This is an optimization exercise on Yosys and OpenROAD, whose aim is small area, not a production implementation. Where RTL was checked, it was by simulation tests only, not by an equivalence proof against the original. The clock input has no modelled driver; a real chip could not lean on it and would need a root buffer or a full tree. Power is estimated from default activity; no workload was simulated.

## trial 79
Design measure_cotr, start of the top module:
module measure_cotr
(
    input           clk_sys,
    input           clk_samp,
    input           rst_n,
    input [11:0]    AD_data,
    output [1:0]    cotr_sig,
    output [23:0]   data_out
);
clock: 10.0 ns
lec_check: 0
cap_margin: 20
core_margin: 2
core_utilization: 70
slew_margin: 20
standard.sh (not shown) runs the stock make flow with config.mk's settings and CLKGATE_MAP_FILE= SYNTH_SCRIPT=/design/flow/synth_recipe.tcl, a recipe that flattens the netlist after the stock synthesis.
==> flow/flow/run.sh <==
#!/bin/bash
# Standard layout, with the port buffers made from buf_1 and no dummy clock loads.
export BUFFER_PORTS_ARGS="-buffer_cell sky130_fd_sc_hd__buf_1"
bash standard.sh > standard.log 2>&1
## Diff of input files: trial 29 against trial 79
Settings: putting CTS_CLUSTER_SIZE at 30 where nothing was set; putting CTS_CLUSTER_DIAMETER at 100 where nothing was set; putting CTS_BUF_LIST at sky130_fd_sc_hd__clkbuf_8 where nothing was set.
==> flow/run.sh (new file) <==
#!/bin/bash
# synth_recipe.tcl (not shown) runs the flow's synth.tcl, then flattens the netlist and writes it again
# the make line also repeats each setting of config.mk as NAME=value (left out here)
make -C /OpenROAD-flow-scripts/flow DESIGN_CONFIG=/design/flow/config.mk WORK_HOME=/design/flow/orfs CLKGATE_MAP_FILE= SYNTH_SCRIPT=/design/flow/synth_recipe.tcl finish
removed: flow/flow/run.sh
removed: flow/standard.sh
==> results.txt <==
- Trial 29 has net switching component of the power below what trial 79 had.
- Trial 29 reports its capture point of the worst path as cotr_sig[1] while trial 79 reports k[2]$_SDFF_PN0_.
- Trial 29 vs. trial 79: worst-margin pin slew went down by 0.031 ns.
- Comparing the two runs side by side, trial 29 comes out behind trial 79 on final area.
- Changes observed in trial 29 relative to trial 79: total of hold buffers inserted after clock tree synthesis closely matched the old numbers, normalized max-slew margin increased by 2.1 points relative to the old numbers.
No functional check of the RTL was part of any run of this note.

========
Setup of build 31:
The RTL this note starts from:
==> flow/design.v <==
`timescale 1ns / 1ps
module measure_cotr
(
    input           clk_sys,
    input           clk_samp,
    input           rst_n,
    input [11:0]    AD_data,
    output [1:0]    cotr_sig,
    output [23:0]   data_out
);
    localparam [2:0] PH_IDLE0 = 3'd0,
                     PH_IDLE1 = 3'd3,
                     PH_START = 3'd1,
                     PH_COUNT = 3'd5,
                     PH_LAST  = 3'd4,
                     PH_DONE  = 3'd6,
                     PH_W     = 3'd2;
    reg        samp0, samp1;
    reg [2:0]  ph;
    reg [1:0]  cotr;
    reg [22:0] dout;
    reg [3:0]  k;
    reg        m;
    reg        cn;
    reg [10:0] P;
    reg [11:0] Qn;
    reg [29:0] Sn;
    reg [7:0]  cnt_s;                    
    localparam [7:0] CNT_POL = 8'b10101010;
    wire [7:0] cnt = cnt_s ^ CNT_POL;
    wire strobe   = samp0 & ~samp1;
    wire counting = (ph == PH_COUNT);
    wire cnt_last = (cnt == 8'h80);      
    wire active   = |k;
    wire k_end    = (k == 4'b1000);
    wire [11:0] Q    = ~Qn;
    wire [12:0] term = Q[0] ? {Q[11:1], 1'b0, 1'b1} : 13'd0;
    wire [12:0] V;
    wire [12:0] vc;
    assign V[0]  = P[0] ^ term[0];
    assign vc[0] = P[0] & term[0];
    assign V[1]  = P[1] ^ vc[0];
    assign vc[1] = P[1] & vc[0];
    genvar gi;
    generate
        for (gi = 2; gi <= 10; gi = gi + 1) begin : g_fa
            assign V[gi]  = P[gi] ^ term[gi] ^ vc[gi-1];
            assign vc[gi] = (P[gi] & term[gi]) | (P[gi] & vc[gi-1]) | (term[gi] & vc[gi-1]);
        end
    endgenerate
    assign V[11]  = term[11] ^ vc[10];
    assign vc[11] = term[11] & vc[10];
    assign V[12]  = term[12] ^ vc[11];
    assign vc[12] = 1'b0;
    wire        k_tail = k[3] & (k[2] | ~k[1]) & (k[1] | ~k[0]);
    wire [1:0]  dn   = ~(V[1:0] & {2{~k_tail}});
    wire [1:0]  an   = Sn[1:0] | {2{m}};
    wire        s0n  = an[0] ^ dn[0] ^ cn;
    wire        c0n  = (an[0] & dn[0]) | (an[0] & cn) | (dn[0] & cn);
    wire        s1n  = an[1] ^ dn[1] ^ c0n;
    wire        c1n  = (an[1] & dn[1]) | (an[1] & c0n) | (dn[1] & c0n);
    wire [21:0] res  = ~Sn[27:6];
    always @(posedge clk_sys) begin
        samp0 <= clk_samp;
        samp1 <= samp0;
    end
    always @(posedge clk_sys) begin
        Qn <= ~(({1'b0, Q[11:1]} & {12{active}}) | (AD_data & {12{strobe}}));
        P  <= strobe ? 11'd0 : V[12:2];
        cn <= ~active | c1n;
        if (active)
            Sn <= {s1n, s0n, Sn[29:2]};
    end
    always @(posedge clk_sys) begin
        if (!rst_n) begin
            k <= 4'd0;
            m <= 1'b1;
        end else begin
            k <= strobe ? 4'b0001 : (k_end ? 4'd0 : {k[2:0], k[3] ^ k[2]});
            if (strobe)
                m <= m | ~counting | cnt_last;
            else if (k_end)
                m <= 1'b0;
        end
    end
    wire load = (ph == PH_DONE) && (res >= 22'd13141 || cotr[1]);
    always @(posedge clk_sys) begin
        if (!rst_n || load)
            dout <= {cotr[1], res} & {23{rst_n}};
    end
    always @(posedge clk_sys) begin
        if (!rst_n || (counting && strobe))
            cnt_s <= (rst_n ? {cnt[6:0], cnt[7] ^ cnt[5] ^ cnt[4] ^ cnt[3]} : 8'h01) ^ CNT_POL;
    end
    always @(posedge clk_sys) begin
        if (!rst_n) begin
            ph   <= PH_IDLE0;
            cotr <= 2'b00;
        end else begin
            case (ph)
                PH_IDLE0: ph <= PH_IDLE1;
                PH_IDLE1: begin
                    cotr <= 2'b00;
                    ph   <= PH_START;
                end
                PH_W: begin
                    cotr <= {cotr[0], ~cotr[0]};
                    ph   <= PH_START;
                end
                PH_START: ph <= PH_COUNT;
                PH_COUNT: begin
                    if (strobe && cnt_last)
                        ph <= PH_LAST;
                end
                PH_LAST: ph <= PH_DONE;
                PH_DONE: begin
                    if (load)
                        ph <= PH_IDLE0;
                    else
                        ph <= PH_W;
                end
                default: ph <= PH_IDLE0;
            endcase
        end
    end
    assign cotr_sig = cotr;
    assign data_out = {dout[22], 1'b0, dout[21:0]};
endmodule
Settings: LEC_CHECK=0, CAP_MARGIN=20, CORE_MARGIN=2, CORE_UTILIZATION=75, GPL_TIMING_DRIVEN=0, SLEW_MARGIN=20; clock period 10.0 ns.
==> flow/flow/run.sh <==
#!/bin/bash
# Standard ORFS layout with these changes:
#  - synthesis maps logic with an area-oriented ABC script (flow/abc.script);
#    everything else in synthesis, including the registers, is the standard one;
#  - synthesis buffers are removed before placement (flow/pre_place.tcl);
#  - the port buffers are buf_1 cells;
#  - after placement, cells and buffers larger than slew and capacitance need are
#    downsized, and the clock tree is two levels of inverters (flow/cts.tcl).
set -euo pipefail
export BUFFER_PORTS_ARGS="-buffer_cell sky130_fd_sc_hd__buf_1"
rm -rf scripts_abc
cp -r "$FLOW_HOME/scripts" scripts_abc
cp flow/abc.script scripts_abc/abc_speed.script
bash standard.sh SCRIPTS_DIR="$PWD/scripts_abc" synth > 0_synth.log 2>&1
bash standard.sh floorplan > 1_floorplan.log 2>&1
openroad -no_init -exit flow/pre_place.tcl > 2_pre_place.log 2>&1
bash standard.sh place > 3_place.log 2>&1
openroad -no_init -exit flow/cts.tcl > 4_cts.log 2>&1
bash standard.sh finish > 5_finish.log 2>&1
Other scripts of this flow, unchanged in this note and not shown: flow/flow/abc.script, flow/flow/cts.tcl, flow/flow/downsize.tcl, flow/flow/manual_cts.tcl, flow/flow/pre_place.tcl
Relative to build 31, the following input files were edited for trial 35:
- a change of SLEW_MARGIN from 20 to 0
- a change of CAP_MARGIN from 20 to 0
--- outcome ---
- In trial 35, the via count of the first global-routing pass came out 20 above the value in build 31.
- Detailed route wirelength on metal3, build 31 and trial 35: lower on build 31
- Diff trial 35..build 31 | area growth from synthesis to final layout | negligible
- Any difference in part of the power in combinational logic between build 31 and trial 35 is small enough to ignore.
No run of this note takes its clock network from TritonCTS; it comes from the design's own scripts or RTL.

[port drivers added, routing unchanged]
How much do the figures lean on ideal ports? The routed layouts below were timed once more, with nothing changed but the port constraints. Step 1: set_driving_cell puts a clkbuf_16 on clk_sys and a buf_2 on each other input, an assumption about the parent block. Step 2 adds t to the input delays and takes it off the output delays; t is the mean of the earliest and latest rising clock arrival at the registers after step 1. Input paths then give back, and output paths get back, about the clock's delay inside the block. Slacks: ideal ports / drivers / drivers and shift; pairs: ideal ports / drivers.
| run | t (ns) | setup WS [ns] | pins driven straight from the clock port |
|---|---|---|---|
| trial 79 | 0.386 | 6.991 / 6.996 / 6.610 | 1 |
| trial 29 | 0.383 | 6.632 / 6.603 / 6.641 | 1 |
| build 31 | 0.247 | 4.893 / 4.893 / 4.893 | 1 |
| trial 35 | 0.250 | 4.852 / 4.852 / 4.852 | 1 |
After both steps every run listed still meets setup and hold. The setup slack of trial 79, which loses most, moves by +0.005 ns with the drivers and by -0.381 ns with both steps.
